Background: an optimization exercise with open tools, aiming at small area. Do not read the settings as production practice. In this exercise RTL edits were held to simulation tests only and were not proved equivalent to the original. Power and IR drop assume default switching activity.

--- flow/flow/run.sh ---
#!/bin/bash
# Own layout flow: the standard ORFS flow, with two changes.
# 1. Synthesis: the standard synthesis script (synth_recipe.tcl -> ORFS synth.tcl) run against
#    a copy of ORFS's scripts in which the combinational mapping uses an area-oriented ABC
#    script and Yosys does not pre-extract half/full adders. Registers, their names and their
#    cell types are made exactly as in the standard synthesis (dfflibmap runs before ABC).
# 2. Layout: port buffers use buf_1, and CTS uses small clock buffers without dummy loads.
# Every tool's output goes to a log file in this folder.
set -euo pipefail
W=$(pwd)
cp -r "$FLOW_HOME/scripts" "$W/myscripts"
cp "$W/flow/abc_area_deep.script" "$W/myscripts/abc_speed.script"
python3 - "$W/myscripts/synth.tcl" <<'PY'
import sys
p = sys.argv[1]
s = open(p).read()
old = "if {\n  [env_var_exists_and_non_empty ADDER_MAP_FILE] &&"
assert old in s
s = s.replace(old, "if { 0 &&\n  [env_var_exists_and_non_empty ADDER_MAP_FILE] &&")
open(p, "w").write(s)
PY
bash standard.sh SCRIPTS_DIR="$W/myscripts" synth > "$W/log_synth.txt" 2>&1
export BUFFER_PORTS_ARGS="-buffer_cell sky130_fd_sc_hd__buf_1"
export CTS_ARGS="-sink_clustering_enable -sink_clustering_size 30 -sink_clustering_max_diameter 300 -repair_clock_nets -dont_use_dummy_load -buf_list {sky130_fd_sc_hd__clkbuf_16} -root_buf sky130_fd_sc_hd__clkbuf_16"
bash standard.sh finish > "$W/log_layout.txt" 2>&1
--- flow/flow/abc_area_deep.script ---
&get -n
&st
&deepsyn -T 300
&dch -f
&nf -R 1000 -p
&put
topo
dnsize -c
--- flow/standard.sh ---
#!/bin/bash
# synth_recipe.tcl (not shown) runs the flow's synth.tcl, then flattens the netlist and writes it again
# the make line also repeats each setting of config.mk as NAME=value (left out here)
make -C /OpenROAD-flow-scripts/flow DESIGN_CONFIG=/design/flow/config.mk WORK_HOME=/design/flow/orfs CLKGATE_MAP_FILE= SYNTH_SCRIPT=/design/flow/synth_recipe.tcl "${@:-finish}"
--- flow/config.mk ---
export PLATFORM = sky130hd
export DESIGN_NAME = LCD_Driver
export DESIGN_NICKNAME = LCD_Driver
export VERILOG_FILES = /design/flow/design.v
export SDC_FILE = /design/flow/constraint.sdc
export NUM_CORES = 4
export LEC_CHECK = 0
export CAP_MARGIN = 20
export CORE_MARGIN = 2
export CORE_UTILIZATION = 40
export SLEW_MARGIN = 20
--- flow/constraint.sdc ---
create_clock -name core_clock -period 20.0 [get_ports {clock}]
set_input_delay 4.0000 -clock core_clock [delete_from_list [all_inputs] [get_ports {clock}]]
set_output_delay 4.0000 -clock core_clock [all_outputs]
set_load 0.01 [all_outputs]
--- flow/design.v ---
module LCD_Driver(
    output SF_CE0,
    output LCD_RW,
    output LCD_RS,
    output [3:0] SF_D,
    output LCD_E,
    input clock,
    input reset
);
    localparam [10:0] Q_RST  = 11'd1318;
    localparam [10:0] Q_WRAP = 11'd0;
    localparam [10:0] M_RST  = 11'd105;
    reg [10:0] q;
    reg [10:0] m;
    wire bslot = (~m[10] & ~m[9] & ~m[8] & ~m[7] & ~m[6] & m[5]) | (~m[10] & ~m[9] & ~m[8] & ~m[7] & m[6] & ~m[5]) | (m[10] & ~m[9] & ~m[8] & ~m[7] & ~m[6] & ~m[5] & ~m[4] & m[3]) | (~m[10] & ~m[9] & ~m[8] & ~m[7] & ~m[6] & m[4] & m[3] & m[2] & m[1]);
    wire rn0 = (m[5] & ~m[3] & ~m[2] & ~m[1]) | (~m[10] & ~m[4] & m[3] & m[1] & m[0]) | (m[6] & ~m[2] & m[1] & ~m[0]) | (m[5] & ~m[2] & ~m[1] & ~m[0]) | (~m[4] & ~m[3] & m[2] & ~m[1] & m[0]) | (m[5] & m[4] & ~m[2] & m[1] & m[0]) | (~m[5] & ~m[4] & m[2] & m[1] & m[0]) | (m[5] & ~m[4] & ~m[3] & ~m[2] & ~m[0]) | (m[6] & m[3] & m[2] & ~m[1] & ~m[0]) | (~m[5] & m[4] & m[2] & ~m[1] & m[0]) | (m[4] & m[3] & m[2] & ~m[1] & m[0]);
    wire rn1 = (~m[3] & ~m[2] & ~m[1] & m[0]) | (m[4] & m[3] & ~m[2] & m[1] & m[0]) | (m[6] & ~m[4] & ~m[3] & ~m[1] & m[0]) | (~m[5] & m[3] & ~m[2] & m[1] & m[0]) | (m[6] & m[3] & m[2] & ~m[0]) | (m[5] & ~m[4] & m[3] & m[2] & ~m[1]) | (m[4] & ~m[3] & ~m[1] & ~m[0]) | (m[5] & ~m[4] & m[1] & ~m[0]) | (m[6] & m[4] & ~m[0]) | (m[6] & m[4] & m[2] & m[1]) | (m[5] & ~m[3] & m[2] & m[1] & m[0]) | (~m[4] & m[3] & ~m[2] & ~m[1] & ~m[0]) | (m[5] & ~m[4] & m[2] & ~m[0]);
    wire rn2 = (m[4] & ~m[2] & m[1]) | (m[10] & ~m[2] & m[1] & m[0]) | (m[6] & ~m[4] & ~m[3] & ~m[1]) | (~m[4] & ~m[3] & ~m[0]) | (m[5] & ~m[4] & m[3] & ~m[1]) | (m[5] & ~m[4] & m[3] & m[2] & m[0]) | (~m[6] & m[4] & ~m[3] & m[1]) | (m[5] & m[4] & m[3] & ~m[0]) | (~m[10] & ~m[2] & m[1] & ~m[0]) | (~m[5] & m[2] & ~m[1] & m[0]) | (m[6] & m[2] & ~m[0]) | (~m[5] & ~m[3] & ~m[0]);
    wire rn3 = (m[10] & ~m[1] & m[0]) | (m[5] & ~m[4] & m[3] & m[2] & m[0]) | (m[4] & m[3] & m[2] & m[1] & ~m[0]);
    wire rtxt = (~m[3]) | (~m[10] & ~m[4]) | (~m[10] & ~m[1]) | (m[4] & ~m[2]);
    wire rchg = (m[4] & m[3] & m[2] & m[0]) | (m[6] & m[4] & m[2] & m[1] & m[0]);
    wire mp1 = (~m[10] & m[9] & m[8] & ~m[7] & ~m[6] & m[5] & m[4] & m[3] & ~m[2] & ~m[1] & m[0]);
    wire mp2 = (~m[10] & m[9] & m[8] & m[7] & m[6] & m[5] & m[4] & m[3] & m[2] & m[1] & m[0]);
    wire mp3 = (m[10] & ~m[9] & ~m[8] & ~m[7] & ~m[6] & ~m[5] & ~m[4] & ~m[3] & m[2] & ~m[1] & m[0]);
    wire mp4 = (m[10] & ~m[9] & ~m[8] & ~m[7] & ~m[6] & ~m[5] & ~m[4] & ~m[3] & m[2] & m[1] & m[0]);
    wire mdone = (~m[10] & ~m[9] & ~m[8] & ~m[7] & m[6] & ~m[5] & m[4] & m[2] & m[1] & m[0]);
    wire mskip = (~m[9] & ~m[8] & ~m[7] & m[6] & ~m[5] & m[4] & m[3] & ~m[2] & ~m[1] & m[0]);
    wire mmid = (~m[10] & m[9] & m[8] & m[7]) | (~m[10] & m[9] & m[8] & m[6]) | (~m[10] & m[9] & m[8] & m[5] & m[4] & m[3] & m[2]) | (m[10] & ~m[9] & ~m[8] & ~m[7] & ~m[6] & ~m[5] & ~m[4] & ~m[3] & ~m[1]) | (~m[10] & m[9] & m[8] & m[5] & m[4] & m[3] & m[1]) | (m[10] & ~m[9] & ~m[8] & ~m[7] & ~m[6] & ~m[5] & ~m[4] & ~m[3] & ~m[2]) | (m[10] & ~m[9] & ~m[8] & ~m[7] & ~m[6] & ~m[5] & ~m[4] & ~m[3] & ~m[0]);
    wire q_endu = q[0] & q[1] & q[6];    
    wire q_endl = q[1] & q[5] & q[6] & q[7] & q[8] & q[9] & q[10];    
    wire q_skip = q[2] & q[5] & q[6] & q[8] & q[9];
    wire q_done = q[0] & q[5] & q[6] & q[7] & q[8] & q[9] & q[10];
    wire q_end1 = q[2] & q[5] & q[7] & q[8];
    wire q_end2 = q[2] & q[8] & q[9];
    wire q_end3 = q[1] & q[3] & q[4] & q[7] & q[8] & q[9] & q[10];
    wire q_rs = (q[10] & q[9] & q[8] & q[7] & q[6] & q[5] & q[0]) | (q[10] & q[9] & q[8] & q[7] & q[6] & q[5] & q[1]);    
    wire ew = (~q[10] & ~q[9] & ~q[8] & ~q[7] & ~q[6] & ~q[5] & ~q[4] & ~q[3] & q[1]) | (~q[10] & ~q[9] & ~q[8] & ~q[7] & ~q[6] & ~q[5] & ~q[4] & q[2] & ~q[1]) | (~q[10] & ~q[9] & ~q[8] & ~q[7] & ~q[6] & ~q[5] & ~q[4] & q[3] & ~q[2]) | (~q[10] & ~q[9] & ~q[8] & ~q[7] & ~q[6] & ~q[5] & ~q[4] & q[1] & ~q[0]);
    wire lt2 = (~q[10] & ~q[9] & ~q[8] & ~q[7] & ~q[6] & ~q[5] & ~q[4] & ~q[3] & ~q[2] & ~q[1]);
    wire lt2016 = (~q[6]) | (~q[5]) | (~q[7]) | (~q[8]) | (~q[10]) | (~q[9]);
    wire done = mdone & q_done;
    wire wrap = (m[0] ? (q_endl | (mskip & q_skip) | (mp1 & q_end1) | (mp2 & q_end2) | (mp3 & q_end3)) : q_endu) & ~done;
    wire [11:0] qc;
    wire [11:0] mc;
    assign qc[0] = ~done;
    assign mc[0] = wrap;
    genvar i;
    generate for (i = 0; i < 11; i = i + 1) begin : gq
        assign qc[i+1] = qc[i] & q[i];
        always @(posedge clock)
            q[i] <= reset ? Q_RST[i] : (wrap ? Q_WRAP[i] : (q[i] ^ qc[i]));
    end endgenerate
    generate for (i = 0; i < 11; i = i + 1) begin : gm
        assign mc[i+1] = mc[i] & m[i];
        always @(posedge clock)
            m[i] <= reset ? M_RST[i] : (m[i] ^ mc[i]);
    end endgenerate
    wire mpw = mp1 | mp2 | mp3 | mp4;
    wire d3  = (mp1 & ~lt2) | mmid | (mp4 & lt2);
    wire di1 = d3 | (mp4 & ~lt2 & lt2016);
    wire di0 = d3;
    assign SF_CE0 = 1'b1;
    assign LCD_RW = 1'b0;
    assign LCD_E  = (bslot | mpw) & ew;
    assign SF_D   = bslot ? ((m[0] & q_endl) ? 4'd0 : {rn3, rn2, rn1 & ~done, rn0}) : {2'b00, di1, di0};
    assign LCD_RS = bslot & (rtxt ^ (m[0] & q_rs & rchg));
endmodule
==> qor.yml, run 1 <==
placement_rows: 20
grt_setup_unrepaired: "false"
layout_setup_ws_ps: 13550
grt_pass1_vias: 1170
power.leakage_nw: 0.487
post_layout_utilization_of_the_core_pct: 47.6
category_of_the_most_critical_setup_path: "reg2out"
post_cts_resize_count: 0
drt-total-wl_mm: 3.38
placed_cells_incl_taps: 234
timing.hold.worst_endpoint: "m[8]"
via_per_inst: 5.88
required_time_at_the_endpoint_of_the_critical_path_ps: 16000
ctsHtreeMaxLevel: 1
port_buffers: 7
synth_nets: 187
multi_input_comb_area_um2: 868
drv.max_cap_violation_count: 0
peak_ir_drop_on_the_vdd_network_v: 0.0000323
floorplan.die_area_um2: 3820
yosysWarnings: 1
final-instance-count-excl-fill: 237
dp_worst_setup_slack_ps: 13860
synth_sequential_area_ratio_pct: 33.0
clk_latency_ps: 250
worst_hold_path.num_cells: 1
setup.reg_to_reg.worst_slack_ps: 16450
synth_enable_flop_cells: 0
syn-cell-area_um2: 1340
tritoncts: "done"
pin_count_of_the_biggest_net_entering_global_routing: 17
drcViolationCount: 0
power_density_nw_per_um2: 60.9
start_util_pct: 43.0
reg2reg_from: "m[8]"
ys_dominant_reg_cell: "sky130_fd_sc_hd__dfxtp_1"
power_total_uw: 89.9
headroom_to_the_max_slew_limit_pct: 57.6
layout-drive-gt1-share_pct: 1.55
number_of_register_bits_inferred_by_synthesis: 22
cts_made_buffers: 3
reg2reg_depth: 13
antennaDiodeCount: 0
clkSlewWorstSetupHoldPaths_ps: 50
worstSetupEndpointType: "output port"
worst-endpoint-arrival_ps: 2450
global_route_wire_length_before_repair_mm: 5.44
post-route-min-period_ps: 6450
nets: 197
dieWidth_um: 61.8
gpl.final_weighted_congestion: 0.834
final_cycle_share_pct: 32.3
hold_path_startpoint: "m[8]"
setup_viol: 0
cts.path.max_buffers: 2
maxClockFrequency_ghz: 0.155
postSynthAreaPerCell_um2: 7.22
die_height_um: 61.8
fin_skew_ps: 4.65
post_cts.repair.setup_buffers: 0
met3WireLength_um: 169
clk_tree_root_cell: "sky130_fd_sc_hd__clkbuf_16"
avgRoutedWirePerCell_um: 14.2
detailedRoute.firstIterationViolations: 123
design.portCount: 10
min_path_type: "reg2reg"
run_status: "complete, no violations"
sequential_cell_area_um2: 440
routed-via-count: 1393
finalHoldViolations: 0
route.antenna.remaining_nets: 0
path_max_fanout: 5
top_layer_reached_by_signal_wires: "met4"
antenna_violations_before_repair: 0
drt_pre_antenna_iters: 4
netlist_instances: 185
layout.filler_cells: 349
finalMaxSlewViolations: 0
clock_sink_total: 22
grt_remaining_overflow: 0
fin_tns_setup_ps: 0
cp-start-kind: "flip-flop"
post_synth_num_cell_types: 39
wl_met2_mm: 1.52
core_um2: 3100
critical_path.reg2reg.endpoint: "m[10]"
wirelength_met1_mm: 1.64
holdBufCountCts: 0
grt.total_usage_pct: 19.1
postSynth.asyncResetShare_pct: 0
synthToLayoutAreaGrowth_pct: 10.6
detailedPlacementHpwl_mm: 2.48
timing_worst_slew_pin_value_ps: 630
[final cells by class]
class                   instances  area share (%)
repair buffers                  7            1.78
flip-flops and latches         22            29.8
inverters                       3           0.763
clock buffers                   3            5.08
well taps                      44            3.73
multi-input cells             158            58.8
[sequential cells by signal, indices dropped and copies added, names as in the netlist]
name	flops
q	11
m	11
[cells in the mapped netlist (all sizes together) (2+ instances only)]
cell type  instances  area [um^2]
o32ai              2         17.5
nor2b              9         56.3
and2               4         25.0
o21ai             19         95.1
clkinv             3         11.3
o21a               2         15.0
o211ai             2         15.0
xnor2              3         26.3
nor3              10         50.1
o31ai              3         22.5
buf                2         15.0
nor2              23         86.3
conb               2         7.51
and3               4         25.0
o22ai              2         12.5
xor2               2         17.5
a22oi              2         15.0
o2111ai            2         17.5
nand3             10         50.1
nor4               3         18.8
dfxtp             22          440
a31oi              2         12.5
nand2             22         82.6
nand4              5         31.3
a21oi             11         55.1
[metal layers]
metal  vias up  GRT usage (%)
li1        698              -
met1       641           27.2
met2        48           29.6
met3         6           3.11
met4         0           5.78
met5         -              0
[power by group]
part	internal, mW	total (mW)	switching, mW
combinational	0.00101	0.00273	0.00172
sequential	0.0447	0.0461	0.00141
clock	0.0264	0.0410	0.0146
total	0.0721	0.0899	0.0178
[cells by family (layout without fill, tap and decap cells)]
family | after synthesis | count (layout) | share of synthesized area, %
compound gates | 54 | 54 | 25.3
xor+xnor | 5 | 5 | 3.28
buf+inv | 5 | 13 | 1.97
flops | 22 | 22 | 33.0
other cells | 2 | 2 | 0.563
simple gates | 97 | 97 | 35.9
[how the worst max path moves through the flow]
stage / start / to / slack, ps / cells past startpoint
detailed placement: m[9] / LCD_E / 13860 / 7
CTS: m[8] / LCD_E / 13580 / 7
finish: m[8] / LCD_E / 13550 / 7
floorplan: m[8] / LCD_E / 13980 / 6
global placement: m[8] / LCD_E / 13890 / 7
global route: m[7] / SF_D[3] / 13400 / 7
[stage by stage]
stage / hold WS (ps) / instance area (um^2)
2_1_floorplan: 482 / 1340
3_3_place_gp: 513 / 1400
3_5_place_dp: 527 / 1400
4_1_cts: 540 / 1480
5_1_grt: 553 / 1480
6_report: 539 / 1480
[layout by cell type, fill, tap and decap left out, types with 3 or more instances in the layout]
cell	n
sky130_fd_sc_hd__and3_1	4
sky130_fd_sc_hd__nand3_1	10
sky130_fd_sc_hd__o21ai_0	19
sky130_fd_sc_hd__nor2_1	23
sky130_fd_sc_hd__nor4_1	3
sky130_fd_sc_hd__nand2_1	22
sky130_fd_sc_hd__xnor2_1	3
sky130_fd_sc_hd__clkinv_1	3
sky130_fd_sc_hd__nor2b_1	9
sky130_fd_sc_hd__clkbuf_16	3
sky130_fd_sc_hd__nor3_1	10
sky130_fd_sc_hd__and2_0	4
sky130_fd_sc_hd__o31ai_1	3
sky130_fd_sc_hd__nand4_1	5
sky130_fd_sc_hd__buf_1	7
sky130_fd_sc_hd__a21oi_1	11
sky130_fd_sc_hd__dfxtp_1	22
[worst max-delay path: stages, from the launching register on]
cell,delay [ps]
sky130_fd_sc_hd__dfxtp_1,330
sky130_fd_sc_hd__or3_1,400
sky130_fd_sc_hd__a211oi_1,330
sky130_fd_sc_hd__or3b_1,480
sky130_fd_sc_hd__nand4_1,150
sky130_fd_sc_hd__nor2b_1,100
sky130_fd_sc_hd__nor4_1,230
sky130_fd_sc_hd__buf_1,190
==> inputs of run 2 (changes only) <==
--- a/flow/flow/run.sh
+++ b/flow/flow/run.sh
@@ -22,4 +22,4 @@
 bash standard.sh SCRIPTS_DIR="$W/myscripts" synth > "$W/log_synth.txt" 2>&1
 export BUFFER_PORTS_ARGS="-buffer_cell sky130_fd_sc_hd__buf_1"
-export CTS_ARGS="-sink_clustering_enable -sink_clustering_size 30 -sink_clustering_max_diameter 300 -repair_clock_nets -dont_use_dummy_load -buf_list {sky130_fd_sc_hd__clkbuf_16} -root_buf sky130_fd_sc_hd__clkbuf_16"
+export CTS_ARGS="-sink_clustering_enable -repair_clock_nets -dont_use_dummy_load -buf_list {sky130_fd_sc_hd__clkbuf_8} -root_buf sky130_fd_sc_hd__clkbuf_8"
 bash standard.sh finish > "$W/log_layout.txt" 2>&1
==> run 2 against run 1 <==
Still clean on timing, DRC and antenna. Die area is the same. Count of clock-buffer cells in the layout is the same. Cell area down 2.3%. Area after synthesis unchanged. Clock power is 35% lower. Non-clock buffer count unchanged. Clock skew grew 4.0 ps. First-iteration DRC count down 7.3%. Critical path type unchanged. Critical endpoint unchanged. Highest routed layer unchanged.
==> qor.yml, run 2 <==
drv.max_cap_violation_count: 0
final_common_cell: "sky130_fd_sc_hd__nor2_1"
layout_setup_ws_ps: 13540
multi_input_comb_area_um2: 868
grt_setup_unrepaired: "false"
grt.total_usage_pct: 19.0
post_layout_utilization_of_the_core_pct: 46.5
top_cells_by_area_synth: "sky130_fd_sc_hd__dfxtp_1 33%, sky130_fd_sc_hd__o21ai_0 7.1%, sky130_fd_sc_hd__nor2_1 6.5%"
power.leakage_nw: 0.472
sequential_cell_area_um2: 440
yosysWarnings: 1
clk_latency_ps: 260
ctsHtreeMaxLevel: 1
layout_common_cells: "23 x sky130_fd_sc_hd__nor2_1, 22 x sky130_fd_sc_hd__nand2_1, 22 x sky130_fd_sc_hd__dfxtp_1, 19 x sky130_fd_sc_hd__o21ai_0, 11 x sky130_fd_sc_hd__a21oi_1"
placed_cells_incl_taps: 234
postSynth.asyncResetShare_pct: 0
worstSetupEndpointType: "output port"
grt_pass1_vias: 1170
synth_enable_flop_cells: 0
floorplan.die_area_um2: 3820
dp_worst_setup_slack_ps: 13860
pin_count_of_the_biggest_net_entering_global_routing: 17
cp_slowest_stage_delay_ps: 480
drt-total-wl_mm: 3.36
core_um2: 3100
post_cts_resize_count: 0
clkSlewWorstSetupHoldPaths_ps: 70
tritoncts: "done"
route.antenna.remaining_nets: 0
clock_sink_total: 22
port_buffers: 7
peak_ir_drop_on_the_vdd_network_v: 0.0000254
synth_top_area_share_pct: 33.0
nets: 197
finalHoldViolations: 0
run_status: "complete, no violations"
finalMaxSlewViolations: 0
layout-drive-gt1-share_pct: 1.55
cp-start-kind: "flip-flop"
headroom_to_the_max_slew_limit_pct: 58.3
ys_top_cells_by_count: "23 x sky130_fd_sc_hd__nor2_1, 22 x sky130_fd_sc_hd__dfxtp_1, 22 x sky130_fd_sc_hd__nand2_1, 19 x sky130_fd_sc_hd__o21ai_0, 11 x sky130_fd_sc_hd__a21oi_1"
drcViolationCount: 0
crit_chain: "or3_1 > a211oi_1 > or3b_1 > nand4_1 > nor2b_1 > nor4_1 > buf_1"
synthToLayoutAreaGrowth_pct: 8.06
drt_pre_antenna_iters: 4
detailedPlacementHpwl_mm: 2.48
placement.cell_area_um2: 1400
fin_skew_ps: 8.63
path_max_fanout: 7
start_util_pct: 43.0
post-route-min-period_ps: 6470
cts.path.max_buffers: 2
ys_dominant_reg_cell: "sky130_fd_sc_hd__dfxtp_1"
maxClockFrequency_ghz: 0.155
number_of_register_bits_inferred_by_synthesis: 22
dieWidth_um: 61.8
hold_slack_ps: 545
placement_rows: 20
gpl.final_weighted_congestion: 0.834
worst-endpoint-arrival_ps: 2460
post-synth-top-count-cell: "sky130_fd_sc_hd__nor2_1"
power_density_nw_per_um2: 52.4
min_path_type: "reg2reg"
detailedRoute.firstIterationViolations: 114
power_total_uw: 75.7
avgRoutedWirePerCell_um: 14.2
fin_tns_setup_ps: 0
layout.filler_cells: 353
synth_nets: 187
required_time_at_the_endpoint_of_the_critical_path_ps: 16000
antennaDiodeCount: 0
die_height_um: 61.8
routed-via-count: 1368
timing_worst_slew_pin_value_ps: 619
synth_sequential_area_ratio_pct: 33.0
netlist_instances: 185
final-instance-count-excl-fill: 237
holdBufCountCts: 0
final_cycle_share_pct: 32.3
post_cts.repair.setup_buffers: 0
fin_area_um2: 1440
top_regs: "m: 11 flops, q: 11 flops"
post_synth_num_cell_types: 39
synth_largest_area_cell: "sky130_fd_sc_hd__dfxtp_1"
clk_tree_root_cell: "sky130_fd_sc_hd__clkbuf_8"
design.portCount: 10
global_route_wire_length_before_repair_mm: 5.42
via_per_inst: 5.77
postSynthAreaPerCell_um2: 7.22
critical_path.slowest_cell: "sky130_fd_sc_hd__or3b_1"
syn-cell-area_um2: 1340
cts_made_buffers: 3
setup_viol: 0
category_of_the_most_critical_setup_path: "reg2out"
grt_remaining_overflow: 0
antenna_violations_before_repair: 0
-- run 2: cell counts after synthesis --
No cell type changed its count.
-- run 2: area by class of cell --
| type | count | share of cell area (%) |
|---|---|---|
| multi-input combinational | 158 | 60.2 |
| timing repair buffer | 7 | 1.82 |
| inverter | 3 | 0.781 |
| sequential | 22 | 30.5 |
| tap | 44 | 3.82 |
| clock buffer | 3 | 2.86 |
-- run 2: routing by layer --
layer	wire, um	GRT usage [%]	vias up
met5	0	0	-
met4	44	5.78	0
met3	134	3.11	6
met2	1510	29.5	29
met1	1670	27.2	629
li1	-	-	704
-- run 2: cells by family after synthesis --
kind of cell	count (synthesis)	share of synthesized area, %
buf+inv	5	1.97
xor+xnor	5	3.28
flops	22	33.0
compound gates	54	25.3
simple gates	97	35.9
other cells	2	0.563
-- run 2: critical path: cells and delay by family, from the launching register on --
family | cells | cell delay [ps]
AOI/OAI and AO/OA | 1 | 320
and+or+nand+nor | 5 | 1330
buffers and inverters | 1 | 190
DFF | 1 | 370
-- run 2: final timing paths --
| check | start | endpoint | slack, ps | cells past startpoint |
|---|---|---|---|---|
| max reg2reg | m[7] | m[10] | 16470 | 13 |
| min | m[8] | m[8] | 550 | 1 |
| min reg2reg | m[8] | m[8] | 550 | 1 |
| max | m[7] | LCD_E | 13540 | 7 |
-- run 2: power breakdown --
part	switching, mW	internal, mW
logic	0.00173	0.00101
clock network	0.0134	0.0134
registers	0.00145	0.0446
total	0.0166	0.0591

## separate check: timing with driven ports
The flow's constraints put no driver on any port. The routed layouts listed below were extracted and timed again, unchanged, in two steps. Step 1: set_driving_cell puts a clkbuf_16 on clock and a buf_2 on each other input, an assumption about the parent block. Step 2 moves the port delays by t, midway between the first and last clock arrival at a register: inputs arrive t later, outputs are due t later. That takes back most of the time a late clock gives input paths. a / b / c = ideal / step 1 / step 2; a / b = the first two.
run | shift t [ns] | setup slack, ns | hold slack, ns | latest minus earliest clock arrival (ns) | pins driven straight from the clock port
run 1 | 0.278 | 13.550 / 13.522 / 13.800 | 0.539 / 0.539 / 0.539 | 0.004 / 0.005 | 1
run 2 | 0.279 | 13.535 / 13.512 / 13.792 | 0.545 / 0.545 / 0.545 | 0.009 / 0.009 | 1
After both steps every run listed still meets setup and hold.
